Context: an optimization exercise on an open-source flow, tuned for small area. The choices shown serve that exercise and are no tape-out recipe. Function was checked by simulation only, so behaviour that the tests miss may differ from the original. No activity file was given, so power comes from the tool's default toggle rates.

==> flow/design.v (outline; a module is shown in full before it is edited, if it fits) <==
// module v_arbiter: 15 lines
// module v_rux: 27 lines
// module v_fifo: 49 lines
// module v_channel: 234 lines
// module v_engine: 373 lines
// module v_control: 129 lines
// module v_ahb_slave: 71 lines
// module v_ahb_master: 301 lines
// module v_top: 243 lines
module v_top #(
  parameter CHANNEL_NUM    = 8,
  parameter REQUEST_LINE   = 16,
  parameter CHANNEL_DEPTH  = 4,
  parameter AHB_ADDR_SIZE  = 32,
  parameter AHB_DATA_SIZE  = 32) 
(
  input  logic                     hclk,
  input  logic                     hresetn,
  input  logic                     cg_te,
  output logic                     m_hsel_o,
  output logic [AHB_ADDR_SIZE-1:0] m_haddr_o,
  output logic [AHB_DATA_SIZE-1:0] m_hwdata_o,
  input  logic [AHB_DATA_SIZE-1:0] m_hrdata_i,
  output logic                     m_hwrite_o,
  output logic               [2:0] m_hsize_o,
  output logic               [2:0] m_hburst_o,
  output logic               [3:0] m_hprot_o,
  output logic               [1:0] m_htrans_o,
  output logic                     m_hmastlock_o,
  input  logic                     m_hready_i, 
  input  logic                     m_hresp_i,
  input  logic                     s_hsel_i,
  input  logic [AHB_ADDR_SIZE-1:0] s_haddr_i,
  input  logic [AHB_DATA_SIZE-1:0] s_hwdata_i,
  output logic [AHB_DATA_SIZE-1:0] s_hrdata_o,
  input  logic                     s_hwrite_i,
  input  logic               [2:0] s_hsize_i,
  input  logic               [2:0] s_hburst_i,
  input  logic               [3:0] s_hprot_i,
  input  logic               [1:0] s_htrans_i,
  input  logic                     s_hmastlock_i ,
  output logic                     s_hreadyout_o, 
  input  logic                     s_hready_i, 
  output logic                     s_hresp_o,
  output logic                     grq_o,
  output logic                     erq_o, 
  output logic   [CHANNEL_NUM-1:0] irq_o,  
  input  logic  [REQUEST_LINE-1:0] rreq_i,
  input  logic  [REQUEST_LINE-1:0] wreq_i,
  output logic  [REQUEST_LINE-1:0] rack_o,
  output logic  [REQUEST_LINE-1:0] wack_o,
  output logic                     ready);
  // ...
==> flow/flow/run.sh <==
#!/bin/bash
# Layout flow: the standard flow (standard.sh) with these changes.
#  1. After the standard synthesis, the combinational logic between the
#     registers is mapped again by ABC for area (flow/area.abc). The registers
#     are left as they are: same instances, names and cells. The new netlist
#     is checked against the standard one (registers cut open, ABC proves the
#     logic equal); if that fails the standard netlist is used.
#  2. Clock tree synthesis adds no dummy loads, and uses clkbuf_8 buffers on
#     sink clusters of 14.
#  3. The buffers that placement puts on every input and output port are
#     buf_1 cells.
# Each tool's output goes to a log file of its own in this folder.
set -uo pipefail
R=orfs/results/sky130hd/v_top/base
YOSYS=$FLOW_HOME/../tools/install/yosys/bin/yosys
YABC=$FLOW_HOME/../tools/install/yosys/bin/yosys-abc
LIB=$FLOW_HOME/platforms/sky130hd/lib/sky130_fd_sc_hd__tt_025C_1v80.lib
export BUFFER_PORTS_ARGS="-buffer_cell sky130_fd_sc_hd__buf_1"
export CTS_ARGS="-sink_clustering_enable -repair_clock_nets -dont_use_dummy_load -buf_list sky130_fd_sc_hd__clkbuf_8 -sink_clustering_size 14 -sink_clustering_max_diameter 60"

bash standard.sh synth > synth.log 2>&1 || exit 1
cp $R/1_2_yosys.v standard_netlist.v

DU=""
for c in probe_p_8 probec_p_8 lpflow_bleeder_1 lpflow_clkbufkapwr_1 lpflow_clkbufkapwr_16 \
  lpflow_clkbufkapwr_2 lpflow_clkbufkapwr_4 lpflow_clkbufkapwr_8 lpflow_clkinvkapwr_1 \
  lpflow_clkinvkapwr_16 lpflow_clkinvkapwr_2 lpflow_clkinvkapwr_4 lpflow_clkinvkapwr_8 \
  lpflow_decapkapwr_12 lpflow_decapkapwr_3 lpflow_decapkapwr_4 lpflow_decapkapwr_6 \
  lpflow_decapkapwr_8 lpflow_inputiso0n_1 lpflow_inputiso0p_1 lpflow_inputiso1n_1 \
  lpflow_inputiso1p_1 lpflow_inputisolatch_1 lpflow_isobufsrc_1 lpflow_isobufsrc_16 \
  lpflow_isobufsrc_2 lpflow_isobufsrc_4 lpflow_isobufsrc_8 lpflow_isobufsrckapwr_16 \
  lpflow_lsbuf_lh_hl_isowell_tap_1 lpflow_lsbuf_lh_hl_isowell_tap_2 \
  lpflow_lsbuf_lh_hl_isowell_tap_4 lpflow_lsbuf_lh_isowell_4 lpflow_lsbuf_lh_isowell_tap_1 \
  lpflow_lsbuf_lh_isowell_tap_2 lpflow_lsbuf_lh_isowell_tap_4; do
  DU="$DU -dont_use sky130_fd_sc_hd__$c"
done

cat > remap.ys <<EOT
read_liberty -ignore_miss_func $LIB
read_verilog standard_netlist.v
hierarchy -top v_top
setattr -mod -set keep_hierarchy 1 sky130_fd_sc_hd__df* sky130_fd_sc_hd__edf* sky130_fd_sc_hd__sdf* sky130_fd_sc_hd__sedf* sky130_fd_sc_hd__dl*
flatten
blackbox sky130_fd_sc_hd__*
delete t:\$scopeinfo
opt -purge
abc -script flow/area.abc -liberty $LIB $DU
opt_clean -purge
setundef -zero
hilomap -singleton -hicell sky130_fd_sc_hd__conb_1 HI -locell sky130_fd_sc_hd__conb_1 LO
insbuf -buf sky130_fd_sc_hd__buf_4 A X
splitnets
opt_clean -purge
stat -liberty $LIB
write_verilog -noattr -noexpr -nohex -nodec remapped_netlist.v
EOT
$YOSYS -s remap.ys > remap.log 2>&1

ok=0
if [[ -s remapped_netlist.v ]]; then
  python3 flow/cutff.py standard_netlist.v gold_cut.v > cut.log 2>&1 &&
  python3 flow/cutff.py remapped_netlist.v gate_cut.v >> cut.log 2>&1 &&
  cat > equiv.ys <<EOT &&
read_liberty -ignore_miss_func $LIB
read_verilog gold_cut.v
rename v_top gold
read_verilog gate_cut.v
rename v_top gate
hierarchy -check
flatten gold gate
delete t:\$scopeinfo
opt_clean
miter -equiv -flatten gold gate miter
hierarchy -top miter
opt -fast
techmap
aigmap
write_aiger miter.aig
EOT
  $YOSYS -s equiv.ys > equiv.log 2>&1 &&
  $YABC -c "read_aiger miter.aig; strash; iprove" > iprove.log 2>&1 &&
  grep -q "UNSATISFIABLE" iprove.log && ok=1
fi
if [[ $ok == 1 ]]; then
  echo "remapped netlist proven equal; using it" > remap_result.log
  cp remapped_netlist.v $R/1_2_yosys.v
else
  echo "remapped netlist not proven equal; using the standard netlist" > remap_result.log
fi
rm -f gold_cut.v gate_cut.v miter.aig

bash standard.sh > standard.log 2>&1
==> flow/flow/area.abc <==
&get -n
&st
&deepsyn -T 120
&dch -f
&nf -a -R 1000
&st
&syn2
&dch -f
&nf -a -R 1000
&put
topo
==> flow/flow/cutff.py <==
#!/usr/bin/env python3
"""Cut the flip-flops out of a mapped netlist: each flip-flop's Q becomes a top
input and each of its input pins a top output, named after the instance, so two
netlists with the same flip-flops can be compared as combinational logic."""
import re, sys
src, dst = sys.argv[1], sys.argv[2]
t = open(src).read()
m = re.search(r'module\s+v_top\s*\((.*?)\);', t, re.S)
body_start = m.end()
end = t.index('endmodule', body_start)
body = t[body_start:end]
inst_re = re.compile(r'\n(\s*)(sky130_fd_sc_hd__\w+)\s+(\\\S+|\S+)\s*\((.*?)\);', re.S)
newports = []
decls = []
assigns = []
def ident(s):
    s = re.sub(r'[^A-Za-z0-9_]', '_', s)
    return s
out = []
pos = 0
for mm in inst_re.finditer(body):
    cell, name, pins = mm.group(2), mm.group(3), mm.group(4)
    if not re.match(r'sky130_fd_sc_hd__(df|edf|sdf|sedf|dl)', cell):
        continue
    out.append(body[pos:mm.start()])
    pos = mm.end()
    base = ident(name.lstrip('\\'))
    for p, n in re.findall(r'\.(\w+)\(([^()]*)\)', pins):
        n = n.strip()
        if not n:
            continue
        if p in ('Q', 'Q_N'):
            pn = 'q__' + base + '__' + p
            newports.append(pn); decls.append(f'  input {pn};')
            assigns.append(f'  assign {n} = {pn};')
        else:
            pn = 'd__' + base + '__' + p
            newports.append(pn); decls.append(f'  output {pn};')
            assigns.append(f'  assign {pn} = {n} ;')
out.append(body[pos:])
ports = m.group(1).strip()
res = t[:m.start()] + 'module v_top(' + ports + ', ' + ', '.join(newports) + ');\n' + \
      '\n'.join(decls) + '\n' + ''.join(out) + '\n'.join(assigns) + '\n' + t[end:]
open(dst, 'w').write(res)
==> flow/standard.sh <==
#!/bin/bash
# synth_recipe.tcl (not shown) runs the flow's synth.tcl, then flattens the netlist and writes it again
# the make line also repeats each setting of config.mk as NAME=value (left out here)
make -C /OpenROAD-flow-scripts/flow DESIGN_CONFIG=/design/flow/config.mk WORK_HOME=/design/flow/orfs CLKGATE_MAP_FILE= SYNTH_SCRIPT=/design/flow/synth_recipe.tcl "${@:-finish}"
==> flow/config.mk <==
export PLATFORM = sky130hd
export DESIGN_NAME = v_top
export DESIGN_NICKNAME = v_top
export VERILOG_FILES = /design/flow/design.v
export SDC_FILE = /design/flow/constraint.sdc
export NUM_CORES = 8
export LEC_CHECK = 0
export CAP_MARGIN = 20
export CORE_MARGIN = 2
export CORE_UTILIZATION = 55
export PLACE_DENSITY = 0.72
export SETUP_SLACK_MARGIN = 0.4
export SLEW_MARGIN = 20
==> flow/constraint.sdc <==
create_clock -name core_clock -period 12.0 [get_ports {hclk}]
set_input_delay 2.4000 -clock core_clock [delete_from_list [all_inputs] [get_ports {hclk}]]
set_output_delay 2.4000 -clock core_clock [all_outputs]
set_load 0.01 [all_outputs]
==> insert_results.sql, run 1 <==
INSERT INTO impl_metrics (metric_group, metric, value, unit) VALUES
('run_status', 'outcome', 'complete, no violations', ''),
('place', 'placed_cell_area', '151000', 'sq um'),
('setup_path', 'crit_family', 'simple AND/OR/NAND/NOR gates', ''),
('clocking', 'clkTransAtPathRegs', '0.09', 'ns'),
('drt', 'number_of_drc_violations_after_detailed_routing', '0', ''),
('setup_path', 'rr_worst_depth', '37', ''),
('setup_path', 'crit_arrival', '12.10', 'ns'),
('clocking', 'cts_resized', '0', ''),
('global_routing', 'antenna_found_initial', '33', ''),
('sta', 'max_transition_viols_final', '0', ''),
('cells_and_area', 'registers.top_by_ff_count', 'v_engine.channels.v_channel.byte_fifos.byte_fifo.memory', ''),
('global_routing', 'grt_max_degree', '95', ''),
('cells_and_area', 'syn2layout_area_growth', '10.0', '%'),
('drt', 'wl_met3', '91300', 'um'),
('setup_path', 'largest_fanout_on_the_critical_path', '17', ''),
('setup_path', 'crit_path_required_time', '12.84', 'ns'),
('floorplanning', 'placeableCoreArea', '256000', 'sq um'),
('cells_and_area', 'nNonClkInverters', '400', ''),
('clocking', 'cts-hold-fix-buffers', '0', ''),
('cells_and_area', 'nNonClkBuffers', '714', ''),
('sta', 'post-route-min-period', '11.26', 'ns'),
('setup_path', 'crit_path_frequent_cell', 'sky130_fd_sc_hd__nand2b_1', ''),
('floorplanning', 'num_io_pins', '305', ''),
('cells_and_area', 'sh_seq_area', '0.627', ''),
('floorplanning', 'fp.dieH', '512', 'um'),
('sta', 'tns', '0', 'ns'),
('logic_synthesis', 'synthesis.instances', '10900', ''),
('power', 'pg_seq', '14.3', 'mW'),
('setup_path', 'critPathCapture', 'v_engine.channels[2].v_channel.i_rd_addr_o[31]', ''),
('global_routing', 'via_count_of_the_first_global_routing_pass', '106000', ''),
('cells_and_area', 'multi_input_comb_area', '43300', 'sq um'),
('cells_and_area', 'biggestRegsByFlops', 'v_engine.channels.v_channel.byte_fifos.byte_fifo.memory x1024, v_engine.channels.v_channel.l_m x264', ''),
('setup_path', 'total_number_of_cells_along_the_worst_setup_path', '37', ''),
('sta', 'final.period_utilization', '0.939', ''),
('cells_and_area', 'post_layout_nonfiller_instances', '15300', ''),
('setup_path', 'rrSetupSlack', '0.74', 'ns');
==> inputs of run 2 (changes only) <==
==> flow/flow/area.abc (replaced) <==
&get -n
&st
&deepsyn -T 400
&dch -f
&nf -a -R 1000
&st
&syn2
&dch -f
&nf -a -R 1000
&put
topo
--- a/flow/config.mk
+++ b/flow/config.mk
@@ -8,6 +8,5 @@
 export CAP_MARGIN = 20
 export CORE_MARGIN = 2
 export CORE_UTILIZATION = 55
-export PLACE_DENSITY = 0.72
 export SETUP_SLACK_MARGIN = 0.4
 export SLEW_MARGIN = 20
==> run 2 against run 1 <==
  * Still clean
  * Flip-flop and latch count unchanged
  * First-iteration DRC count up 5.9%
  * Clock power about the same
  * Largest cell class unchanged
  * Highest routed layer unchanged
==> insert_results.sql, run 2 <==
INSERT INTO impl_metrics (metric_group, metric, value, unit) VALUES
('hold_path', 'worst_case_hold_path_end_point', 'v_engine.channels[2].v_channel.i_rd_addr_o[15]', ''),
('global_routing', 'via_count_of_the_first_global_routing_pass', '106000', ''),
('cells_and_area', 'final_common_cell', 'sky130_fd_sc_hd__edfxtp_1', ''),
('sta', 'max_transition_viols_final', '0', ''),
('place', 'place.gp.congestion', '1.05', ''),
('sta', 'skew', '0.185', 'ns'),
('setup_path', 'crit_family', 'simple AND/OR/NAND/NOR gates', ''),
('hold_path', 'min_path_type', 'flop to flop', ''),
('floorplanning', 'design.die.area', '261000', 'sq um'),
('logic_synthesis', 'syn_area_per_cell', '13.1', 'sq um'),
('clocking', 'ctsLongestPathBuffers', '4', ''),
('setup_path', 'rrSetupSlack', '0.73', 'ns'),
('sta', 'tns', '0', 'ns'),
('cells_and_area', 'highest_count_cells_in_the_layout_ignoring_fill_and_taps', 'sky130_fd_sc_hd__edfxtp_1, sky130_fd_sc_hd__nand2_1, sky130_fd_sc_hd__o21ai_0', ''),
('global_routing', 'antenna_found_initial', '30', ''),
('drt', 'number_of_drc_violations_after_detailed_routing', '0', ''),
('setup_path', 'critical_path_buf_inv_count', '9', ''),
('setup_path', 'rr_worst_depth', '41', ''),
('setup_path', 'crit_arrival', '12.12', 'ns'),
('sta', 'max_slew.worst_pin.slew', '1.39', 'ns'),
('power', 'cellPowerDensity', '158', 'nW/um^2'),
('setup_path', 'timing.critical_path.slowest_cell_delay', '0.77', 'ns'),
('global_routing', 'grt_pass1_wl', '830000', 'um'),
('power', 'leakage_power_of_the_design', '52.1', 'nW'),
('sta', 'post-route-min-period', '11.27', 'ns'),
('global_routing', 'grt_usage', '0.456', ''),
('place', 'numPortBuffers', '252', ''),
('logic_synthesis', 'synthesis.instances', '10800', ''),
('drt', 'route.detailed.wl_per_inst', '40.0', 'um'),
('floorplanning', 'fp.dieH', '511', 'um'),
('global_routing', 'grt.overflow.total', '0', ''),
('floorplanning', 'num_io_pins', '305', ''),
('power', 'vdd.ir_drop.worst', '0.118', 'mV'),
('cells_and_area', 'largest_reg_flops', '1024', ''),
('cells_and_area', 'fraction_of_final_layout_cells_with_drive_strength_greater_than_1', '0.0920', ''),
('drt', 'postRouteWirelength', '611000', 'um'),
('floorplanning', 'rows', '186', ''),
('cells_and_area', 'registers.top_by_ff_count', 'v_engine.channels.v_channel.byte_fifos.byte_fifo.memory', ''),
('place', 'hpwlAfterDp', '405000', 'um'),
('clocking', 'cts_root_buffer', 'sky130_fd_sc_hd__clkbuf_8', ''),
('sta', 'grt_setup_unrepaired', 'no', ''),
('setup_path', 'crit_path_required_time', '12.84', 'ns'),
('cells_and_area', 'biggestRegsByFlops', 'v_engine.channels.v_channel.byte_fifos.byte_fifo.memory x1024, v_engine.channels.v_channel.l_m x264', ''),
('sta', 'final_hold_viol_count', '0', ''),
('global_routing', 'grt_max_degree', '66', ''),
('setup_path', 'startpoint_of_the_worst_slack_reg_to_reg_timing_path', 'v_engine.sel[2]', ''),
('clocking', 'cts-hold-fix-buffers', '0', ''),
('drt', 'drt_iter0_drc', '25000', ''),
('floorplanning', 'placeableCoreArea', '256000', 'sq um'),
('run_status', 'outcome', 'complete, no violations', ''),
('drt', 'route.vias.total', '113000', ''),
('floorplanning', 'chipWidth', '511', 'um'),
('logic_synthesis', 'syn-cell-area', '141000', 'sq um'),
('cells_and_area', 'syn2layout_area_growth', '10.4', '%'),
('drt', 'drt-pass1-iter-count', '14', ''),
('cells_and_area', 'final_cell_area', '156000', 'sq um'),
('hold_path', 'hold_sp', 'v_control.ch_rd_addr_o[79]', ''),
('setup_path', 'largest_fanout_on_the_critical_path', '17', ''),
('drt', 'drt.antenna.violating_nets', '0', ''),
('setup_path', 'start_kind', 'flop', ''),
('run', 'timing.max_cap.violations', '0', ''),
('setup_path', 'critical-path-slowest-cell', 'sky130_fd_sc_hd__nor3_1', ''),
('clocking', 'clock_sink_count', '3342', ''),
('sta', 'max_slew_headroom_at_the_worst_pin', '0.0746', ''),
('clocking', 'cts_made_buffers', '308', ''),
('setup_path', 'r2r_end', 'v_engine.channels[5].v_channel.i_wr_addr_o[30]', ''),
('clocking', 'tritoncts', 'yes', ''),
('clocking', 'clkTransAtPathRegs', '0.10', 'ns'),
('clocking', 'cts.htree.levels', '5', ''),
('hold_path', 'min_delay_path_depth', '2', ''),
('logic_synthesis', 'synth_warnings', '10', ''),
('clocking', 'clkLatencyLatePin', '1.20', 'ns'),
('sta', 'final.period_utilization', '0.939', ''),
('drt', 'viasPerCell', '7.43', ''),
('sta', 'fmax', '0.0887', 'GHz'),
('setup_path', 'critPathCaptureType', 'flop', ''),
('floorplanning', 'initial_utilization', '0.552', ''),
('power', 'power.total', '24.7', 'mW'),
('place', 'placed_cell_area', '152000', 'sq um'),
('sta', 'setup_violations', '0', ''),
('cells_and_area', 'final_nets', '12000', ''),
('setup_path', 'critical_path_class', 'flop to flop', '');
[run 2: repair_timing]
item | 4_1_cts | 5_1_grt
endpoints found under the setup margin | 0 | 4
gates resized for setup | 0 | 2
buffers inserted | 0 | 2
endpoints found under the hold margin | 0 | 0
[run 2: report_power, final]
group / switching [mW] / internal, mW / leakage, nW / total (mW)
Combinational: 3.24 / 1.38 / 18.9 / 4.62
Sequential: 0.584 / 13.4 / 31.0 / 14.0
Clock: 3.78 / 2.30 / 2.21 / 6.08
Total: 7.60 / 17.1 / 52.1 / 24.7
[run 2: worst max-delay path by stage]
stage                                   start                                             end  slack, ns  cells past startpoint
global route                  v_engine.sel[2]   v_engine.channels[5].v_channel.i_wr_addr_o[3]       0.43                     41
floorplan                     v_engine.sel[2]   v_engine.channels[2].v_channel.i_wr_addr_o[0]       0.40                     37
global placement                   wreq_i[15]                      v_ahb_master.m_haddr_o[31]       0.35                     46
finish                        v_engine.sel[2]  v_engine.channels[5].v_channel.i_wr_addr_o[30]       0.73                     41
CTS                 v_ahb_master.m_hsize_o[0]                      v_ahb_master.m_haddr_o[31]       0.91                     51
detailed placement                  rreq_i[0]                      v_ahb_master.m_haddr_o[31]       0.27                     45
[run 2: layout make-up]
type                    instances  area, sq um
fillers                     19800       100000
flip-flops and latches       3342        97700
multi-input cells            7052        43100
repair buffers                772         5480
clock buffers                 308         4240
well taps                    3384         4230
inverters                     380         1430
diodes                         22         55.1
[run 2: tightest hold or removal path: cells and delay by family (launching register included)]
family           cells  cell delay [ns]
AND/OR/NAND/NOR      1             0.04
AO/OA/AOI/OAI        1             0.07
flip-flops           1             0.32
[run 2: routing by layer]
layer	GRT usage	up-vias	share of wire
met4	0.281	16	0.082
met3	0.162	2495	0.16
met2	0.662	11100	0.42
met1	0.589	54900	0.34
li1	-	44900	-
met5	0	-	0.00022
[run 2: metrics by stage]
stage | setup slack (ns) | std cells | hold WS (ns) | util
after global routing | 0.431 | 15200 | 0.469 | 0.610
final | 0.726 | 15300 | 0.436 | 0.610
after global placement | 0.352 | 14900 | 0.447 | 0.592
after CTS | 0.908 | 15200 | 0.430 | 0.609
after floorplan | 0.399 | 10800 | 0.433 | -
after detailed placement | 0.272 | 14900 | 0.461 | 0.592
==> inputs of run 3 (changes only) <==
==> flow/flow/area.abc (replaced) <==
&get -n
&st
&deepsyn -T 120
&dch -f
&nf -a -R 1000
&st
&syn2
&dch -f
&nf -a -R 1000
&put
topo
==> run 3 against run 2 <==
  * Global-route usage fell by 0.76 points
  * Register-to-register slack got worse by 0.08 ns
  * Critical path depth fell by 3
  * Utilization is 0.31 points lower
  * Die area grew 0.15%
  * Area after synthesis grew 0.16%
==> insert_results.sql, run 3 <==
INSERT INTO impl_metrics (metric_group, metric, value, unit) VALUES
('run_status', 'outcome', 'complete, no violations', ''),
('cells_and_area', 'syn2layout_area_growth', '9.79', '%'),
('power', 'power.internal', '18.1', 'mW'),
('power', 'clock_power_share', '0.212', ''),
('cells_and_area', 'fraction_of_final_layout_cells_with_drive_strength_greater_than_1', '0.0857', ''),
('setup_path', 'crit_path_required_time', '13.03', 'ns'),
('drt', 'drt-pass1-iter-count', '13', ''),
('power', 'leakage_power_of_the_design', '51.7', 'nW'),
('sta', 'fmax', '0.0881', 'GHz'),
('global_routing', 'grt.overflow.total', '0', ''),
('cells_and_area', 'final_nets', '12000', ''),
('place', 'numPortBuffers', '252', ''),
('setup_path', 'r2r_end', 'v_engine.channels[7].v_channel.d_count[3]', ''),
('clocking', 'tritoncts', 'yes', ''),
('cells_and_area', 'biggestRegsByFlops', 'v_engine.channels.v_channel.byte_fifos.byte_fifo.memory x1024, v_engine.channels.v_channel.l_m x264', ''),
('floorplanning', 'placeableCoreArea', '256000', 'sq um'),
('power', 'sequentialPowerShare', '0.498', ''),
('power', 'power.total', '28.7', 'mW'),
('power', 'vdd.ir_drop.worst', '0.152', 'mV'),
('place', 'place.gp.congestion', '1.07', ''),
('sta', 'setup_slack', '0.647', 'ns'),
('setup_path', 'critical_path_class', 'flop to flop', ''),
('clocking', 'clkLatencyLatePin', '1.19', 'ns'),
('sta', 'tns', '0', 'ns'),
('hold_path', 'hold_sp', 'v_control.ch_rd_addr_o[209]', ''),
('global_routing', 'antenna_found_initial', '36', ''),
('logic_synthesis', 'syn_area_per_cell', '12.9', 'sq um'),
('clocking', 'ctsLongestPathBuffers', '4', ''),
('global_routing', 'grt_max_degree', '68', ''),
('hold_path', 'min_path_type', 'flop to flop', ''),
('logic_synthesis', 'synth_warnings', '10', ''),
('clocking', 'cts_root_buffer', 'sky130_fd_sc_hd__clkbuf_8', ''),
('clocking', 'cts_made_buffers', '306', ''),
('global_routing', 'grt_usage', '0.449', ''),
('floorplanning', 'rows', '186', ''),
('cells_and_area', 'fillCellCount', '20000', ''),
('drt', 'route.detailed.wl_per_inst', '39.3', 'um'),
('power', 'combPwrFrac', '0.290', ''),
('place', 'hpwlAfterDp', '396000', 'um'),
('power', 'switching_power', '10.6', 'mW'),
('place', 'placement.setup.worst_slack', '0.800', 'ns'),
('cells_and_area', 'final_common_cell', 'sky130_fd_sc_hd__edfxtp_1', ''),
('clocking', 'cts.htree.levels', '5', ''),
('floorplanning', 'fp.dieH', '512', 'um'),
('sta', 'final_hold_viol_count', '0', ''),
('drt', 'number_of_drc_violations_after_detailed_routing', '0', ''),
('hold_path', 'min_delay_path_depth', '2', ''),
('logic_synthesis', 'synthesis.instances', '10900', ''),
('clocking', 'clock_sink_count', '3342', ''),
('cells_and_area', 'registers.top_by_ff_count', 'v_engine.channels.v_channel.byte_fifos.byte_fifo.memory', ''),
('sta', 'final.period_utilization', '0.946', ''),
('logic_synthesis', 'syn-cell-area', '142000', 'sq um'),
('setup_path', 'critical-path-slowest-cell', 'sky130_fd_sc_hd__edfxtp_1', ''),
('sta', 'max_slew_headroom_at_the_worst_pin', '0.121', ''),
('global_routing', 'grt_pass1_wl', '820000', 'um'),
('setup_path', 'critPathCaptureType', 'flop', ''),
('drt', 'route.vias.total', '113000', ''),
('setup_path', 'rr_worst_depth', '38', ''),
('sta', 'holdWs', '0.469', 'ns'),
('power', 'cellPowerDensity', '184', 'nW/um^2'),
('setup_path', 'start_kind', 'flop', ''),
('global_routing', 'via_count_of_the_first_global_routing_pass', '105000', ''),
('setup_path', 'timing.critical_path.slowest_cell_delay', '0.82', 'ns'),
('sta', 'post-route-min-period', '11.35', 'ns'),
('sta', 'max_slew.worst_pin.slew', '1.32', 'ns'),
('drt', 'drt_iter0_drc', '24600', ''),
('drt', 'viasPerCell', '7.39', ''),
('cells_and_area', 'highest_count_cells_in_the_layout_ignoring_fill_and_taps', 'sky130_fd_sc_hd__edfxtp_1, sky130_fd_sc_hd__nand2_1, sky130_fd_sc_hd__nor2_1', ''),
('setup_path', 'largest_fanout_on_the_critical_path', '15', ''),
('drt', 'drt.antenna.violating_nets', '0', ''),
('cells_and_area', 'largest_reg_flops', '1024', ''),
('setup_path', 'rrSetupSlack', '0.65', 'ns'),
('drt', 'postRouteWirelength', '602000', 'um'),
('hold_path', 'worst_case_hold_path_end_point', 'v_engine.channels[6].v_channel.i_rd_addr_o[17]', ''),
('cells_and_area', 'final_core_util', '0.607', ''),
('floorplanning', 'chipWidth', '512', 'um'),
('sta', 'skew', '0.168', 'ns'),
('sta', 'max_transition_viols_final', '0', ''),
('sta', 'grt_setup_unrepaired', 'no', ''),
('floorplanning', 'initial_utilization', '0.552', ''),
('setup_path', 'startpoint_of_the_worst_slack_reg_to_reg_timing_path', 'v_engine.sel[3]', ''),
('clocking', 'clkTransAtPathRegs', '0.09', 'ns'),
('run', 'timing.max_cap.violations', '0', ''),
('power', 'switching_share', '0.369', ''),
('floorplanning', 'num_io_pins', '305', ''),
('sta', 'setup_violations', '0', ''),
('setup_path', 'crit_arrival', '12.38', 'ns'),
('floorplanning', 'design.die.area', '262000', 'sq um');
## run 3: how the worst max path moves through the flow
stage	startpoint	end	slack, ns	depth (start not counted)
2_1_floorplan	v_engine.sel[4]	v_engine.channels[7].v_channel.i_wr_addr_o[0]	0.58	36
3_3_place_gp	rreq_i[9]	v_ahb_master.m_haddr_o[31]	1.04	37
3_5_place_dp	v_engine.sel[4]	v_engine.channels[0].v_channel.i_rd_addr_o[31]	0.80	38
4_1_cts	v_engine.sel[4]	v_engine.channels[0].v_channel.i_wr_addr_o[31]	0.77	38
5_1_grt	v_engine.sel[3]	v_engine.channels[4].v_channel.d_count[6]	0.41	42
6_report	v_engine.sel[3]	v_engine.channels[7].v_channel.d_count[3]	0.65	38
## run 3: metrics by stage
stage / cells / area [sq um]
CTS: 15300 / 155000
finish: 15300 / 156000
global placement: 15000 / 151000
floorplan: 11000 / 142000
global route: 15300 / 156000
detailed placement: 15000 / 151000
## run 3: worst max-delay path, delay by kind of cell (launching register included)
| kind | cells | cell delay (ns) |
|---|---|---|
| XOR/XNOR | 2 | 0.29 |
| flip-flops | 1 | 0.82 |
| AND/OR/NAND/NOR | 22 | 6.24 |
| adder cells (fa/ha/maj) | 2 | 0.83 |
| AO/OA/AOI/OAI | 6 | 2.05 |
| buffers and inverters | 6 | 1.01 |
## run 3: timing repair
| item | CTS | global route |
|---|---|---|
| hold buffers | 0 | 0 |
| resized for setup | 0 | 7 |
| setup endpoints to repair | 0 | 70 |
| setup buffers | 0 | 0 |
## run 3: power groups by stage
stage	Clock [mW]	Sequential, mW	Combinational (mW)
floorplan	0	14.3	4.35
global placement	0	14.4	7.75
detailed placement	0	14.5	7.88
CTS	6.00	14.2	7.91
global route	6.40	14.4	8.63
finish	6.07	14.3	8.33
## run 3: layout make-up
cell class | count | area (sq um) | share of cell area
Clock buffer | 306 | 4210 | 0.0271
Sequential cell | 3342 | 97700 | 0.628
Timing Repair Buffer | 691 | 4530 | 0.0291
Antenna cell | 20 | 50.0 | 0.000322
Tap cell | 3384 | 4230 | 0.0272
Inverter | 400 | 1500 | 0.00965
Multi-Input combinational cell | 7156 | 43400 | 0.279
## run 3: per-layer routing
layer / track usage / part of all wire / vias up
met2: 0.650 / 0.42 / 11000
met3: 0.154 / 0.16 / 2394
met5: 0.000913 / 0.00022 / -
met1: 0.583 / 0.34 / 54700
li1: - / - / 45000
met4: 0.277 / 0.080 / 20
==> inputs of run 4 (changes only) <==
--- a/flow/flow/run.sh
+++ b/flow/flow/run.sh
@@ -16,7 +16,7 @@
 YABC=$FLOW_HOME/../tools/install/yosys/bin/yosys-abc
 LIB=$FLOW_HOME/platforms/sky130hd/lib/sky130_fd_sc_hd__tt_025C_1v80.lib
 export BUFFER_PORTS_ARGS="-buffer_cell sky130_fd_sc_hd__buf_1"
-export CTS_ARGS="-sink_clustering_enable -repair_clock_nets -dont_use_dummy_load -buf_list sky130_fd_sc_hd__clkbuf_8 -sink_clustering_size 14 -sink_clustering_max_diameter 60"
+export CTS_ARGS="-sink_clustering_enable -repair_clock_nets -dont_use_dummy_load -buf_list sky130_fd_sc_hd__clkbuf_8 -sink_clustering_buffer sky130_fd_sc_hd__clkbuf_4 -sink_clustering_size 7 -sink_clustering_max_diameter 40"
 
 bash standard.sh synth > synth.log 2>&1 || exit 1
 cp $R/1_2_yosys.v standard_netlist.v
==> run 4 against run 3 <==
  * The layout now fails its checks (antenna rules)
  * Setup slack worse by 0.083 ns
  * Cell area up 0.51%
  * Clock skew down 0.0096 ns
  * Non-clock buffer count rose by 8
  * Highest routed layer unchanged
  * Sequential power hardly changed
  * Critical path depth stayed put
  * Hold slack worse by 0.00092 ns
==> insert_results.sql, run 4 <==
INSERT INTO impl_metrics (metric_group, metric, value, unit) VALUES
('global_routing', 'grt_pass1_wl', '826000', 'um'),
('drt', 'drt_iter0_drc', '23800', ''),
('sta', 'setup_violations', '0', ''),
('setup_path', 'crit_path_frequent_cell', 'sky130_fd_sc_hd__nand3_1', ''),
('drt', 'number_of_drc_violations_after_detailed_routing', '0', ''),
('cells_and_area', 'final_nets', '12300', ''),
('drt', 'route.detailed.wl_per_inst', '38.8', 'um'),
('floorplanning', 'initial_utilization', '0.552', ''),
('clocking', 'ctsLongestPathBuffers', '4', ''),
('cells_and_area', 'registers.top_by_ff_count', 'v_engine.channels.v_channel.byte_fifos.byte_fifo.memory', ''),
('sta', 'fmax', '0.0874', 'GHz'),
('setup_path', 'critical-path-slowest-cell', 'sky130_fd_sc_hd__edfxtp_1', ''),
('sta', 'grt_setup_unrepaired', 'no', ''),
('logic_synthesis', 'synthesis.instances', '10900', ''),
('cells_and_area', 'final_common_cell', 'sky130_fd_sc_hd__edfxtp_1', ''),
('place', 'hpwlAfterDp', '396000', 'um'),
('floorplanning', 'rows', '186', ''),
('floorplanning', 'design.die.area', '262000', 'sq um'),
('place', 'place.gp.congestion', '1.07', ''),
('clocking', 'tritoncts', 'yes', ''),
('clocking', 'cts_made_buffers', '592', ''),
('global_routing', 'grt.overflow.total', '0', ''),
('sta', 'skew', '0.158', 'ns'),
('logic_synthesis', 'syn_area_per_cell', '12.9', 'sq um'),
('cells_and_area', 'highest_count_cells_in_the_layout_ignoring_fill_and_taps', 'sky130_fd_sc_hd__edfxtp_1, sky130_fd_sc_hd__nand2_1, sky130_fd_sc_hd__nor2_1', ''),
('cells_and_area', 'fraction_of_final_layout_cells_with_drive_strength_greater_than_1', '0.108', ''),
('run_status', 'check-failures', 'antenna rules', ''),
('sta', 'max_slew.worst_pin.slew', '1.34', 'ns'),
('sta', 'final_hold_viol_count', '0', ''),
('drt', 'drt-pass1-iter-count', '14', ''),
('run_status', 'outcome', 'finished with violations', ''),
('sta', 'max_transition_viols_final', '0', ''),
('drt', 'viasPerCell', '7.35', ''),
('setup_path', 'crit_arrival', '12.19', 'ns'),
('floorplanning', 'chipWidth', '512', 'um'),
('sta', 'tns', '0', 'ns'),
('setup_path', 'critical_path_class', 'flop to flop', ''),
('logic_synthesis', 'synth_warnings', '10', ''),
('drt', 'drt.antenna.violating_nets', '1', ''),
('power', 'power.total', '29.2', 'mW'),
('setup_path', 'crit_path_required_time', '12.75', 'ns'),
('clocking', 'clkLatencyLatePin', '1.13', 'ns'),
('cells_and_area', 'largest_reg_flops', '1024', ''),
('drt', 'postRouteWirelength', '605000', 'um'),
('run', 'timing.max_cap.violations', '0', ''),
('clocking', 'clock_sink_count', '3342', ''),
('global_routing', 'grt_max_degree', '68', ''),
('cells_and_area', 'syn2layout_area_growth', '10.4', '%'),
('global_routing', 'via_count_of_the_first_global_routing_pass', '107000', ''),
('clocking', 'cts_root_buffer', 'sky130_fd_sc_hd__clkbuf_8', ''),
('setup_path', 'start_kind', 'flop', ''),
('clocking', 'clkTransAtPathRegs', '0.09', 'ns'),
('floorplanning', 'placeableCoreArea', '256000', 'sq um'),
('sta', 'post-route-min-period', '11.44', 'ns'),
('clocking', 'cts.htree.levels', '6', ''),
('cells_and_area', 'biggestRegsByFlops', 'v_engine.channels.v_channel.byte_fifos.byte_fifo.memory x1024, v_engine.channels.v_channel.l_m x264', ''),
('global_routing', 'grt_usage', '0.451', ''),
('power', 'leakage_power_of_the_design', '52.5', 'nW'),
('sta', 'max_slew_headroom_at_the_worst_pin', '0.110', ''),
('setup_path', 'timing.critical_path.slowest_cell_delay', '0.55', 'ns'),
('power', 'cellPowerDensity', '186', 'nW/um^2'),
('setup_path', 'largest_fanout_on_the_critical_path', '38', ''),
('floorplanning', 'num_io_pins', '305', ''),
('power', 'vdd.ir_drop.worst', '0.152', 'mV'),
('drt', 'route.vias.total', '115000', ''),
('logic_synthesis', 'syn-cell-area', '142000', 'sq um'),
('place', 'numPortBuffers', '252', ''),
('floorplanning', 'fp.dieH', '512', 'um'),
('hold_path', 'min_path_type', 'flop to flop', ''),
('setup_path', 'critPathCaptureType', 'flop', ''),
('sta', 'final.period_utilization', '0.953', ''),
('global_routing', 'antenna_found_initial', '40', '');
run 4: repair_timing:
item	CTS	global route
hold buffers	0	0
setup endpoints to repair	0	81
setup buffers	0	4
resized for setup	0	8
run 4: metal layers:
metal	vias up	part of all wire	GRT usage
met5	-	0.00034	0.000913
met4	28	0.079	0.281
met3	2534	0.16	0.161
met2	11100	0.42	0.651
met1	55300	0.34	0.582
li1	45800	-	-
run 4: area by class of cell:
cell class              count  area (sq um)
fillers                 20100        100000
diodes                     31          77.6
multi-input cells        7156         43400
flip-flops and latches   3342         97700
inverters                 400          1500
clock buffers             592          4900
well taps                3384          4230
repair buffers            699          4610
run 4: through the flow:
stage / worst slack (ns) / hold WS, ns / util / cells / instance area [sq um]
after global placement: 1.04 / 0.447 / 0.589 / 15000 / 151000
after global routing: 0.431 / 0.486 / 0.609 / 15600 / 156000
after floorplan: 0.584 / 0.433 / - / 11000 / 142000
after detailed placement: 0.800 / 0.460 / 0.589 / 15000 / 151000
final: 0.564 / 0.468 / 0.610 / 15600 / 156000
after CTS: 0.717 / 0.472 / 0.608 / 15600 / 156000
run 4: critical path, delay by kind of cell (launching register included):
kind | cells | cell delay (ns)
DFF | 1 | 0.55
AOI/OAI and AO/OA | 9 | 2.21
and+or+nand+nor | 22 | 5.81
adders and majority gates | 2 | 0.74
buffers and inverters | 4 | 1.41
xor gates and xnor gates | 1 | 0.34
run 4: path summary, 6_finish.rpt:
path                                     startpoint  depth (start not counted)                                        endpoint  slack, ns
min in group asynchronous  v_control.ch_enable_o[2]                          2         v_engine.channels[2].v_channel.state[1]       0.60
hold reg to reg                   v_ahb_slave.state                          1                              v_ahb_slave.c_cs_o       0.47
setup / recovery                    v_engine.sel[4]                         38  v_engine.channels[0].v_channel.i_rd_addr_o[31]       0.56
setup reg to reg                    v_engine.sel[4]                         38  v_engine.channels[0].v_channel.i_rd_addr_o[31]       0.56
max in group asynchronous                   hresetn                          3   v_engine.channels[1].v_channel.ch_interrupt_o       8.53
hold / removal                    v_ahb_slave.state                          1                              v_ahb_slave.c_cs_o       0.47
run 4: power by group:
group / internal, mW / switching, mW / total (mW)
registers: 13.5 / 0.800 / 14.3
logic: 2.35 / 5.99 / 8.34
clock network: 2.54 / 4.00 / 6.54
total: 18.4 / 10.8 / 29.2

-- re-timing with driven ports --
The results above use ideal ports. As a check the final layouts listed here were re-extracted and re-timed, cells and wires unchanged. Step 1, drivers: a clkbuf_16 drives hclk and a buf_2 each remaining input, both assumed. Step 2 adds t to the input delays and takes it off the output delays; t is the mean of the earliest and latest rising clock arrival at the registers after step 1. Input paths then give back, and output paths get back, about the clock's delay inside the block. a / b / c = no drivers / after step 1 / after step 2; a / b = the first two.
run | shift t [ns] | setup WS [ns] | latest minus earliest clock arrival (ns)
run 1 | 1.226 | 0.736 / 0.736 / 0.434 | 0.173 / 0.172
run 2 | 1.215 | 0.726 / 0.726 / -0.367 | 0.184 / 0.185
run 3 | 1.207 | 0.647 / 0.647 / 0.507 | 0.172 / 0.172
run 4 | 1.146 | 0.564 / 0.564 / 0.310 | 0.172 / 0.172
Met with ideal ports but missed after step 2: setup timing in run 2. The setup slack of run 2, which loses most, moves by 0.000 ns with the drivers and by -1.093 ns with both steps.
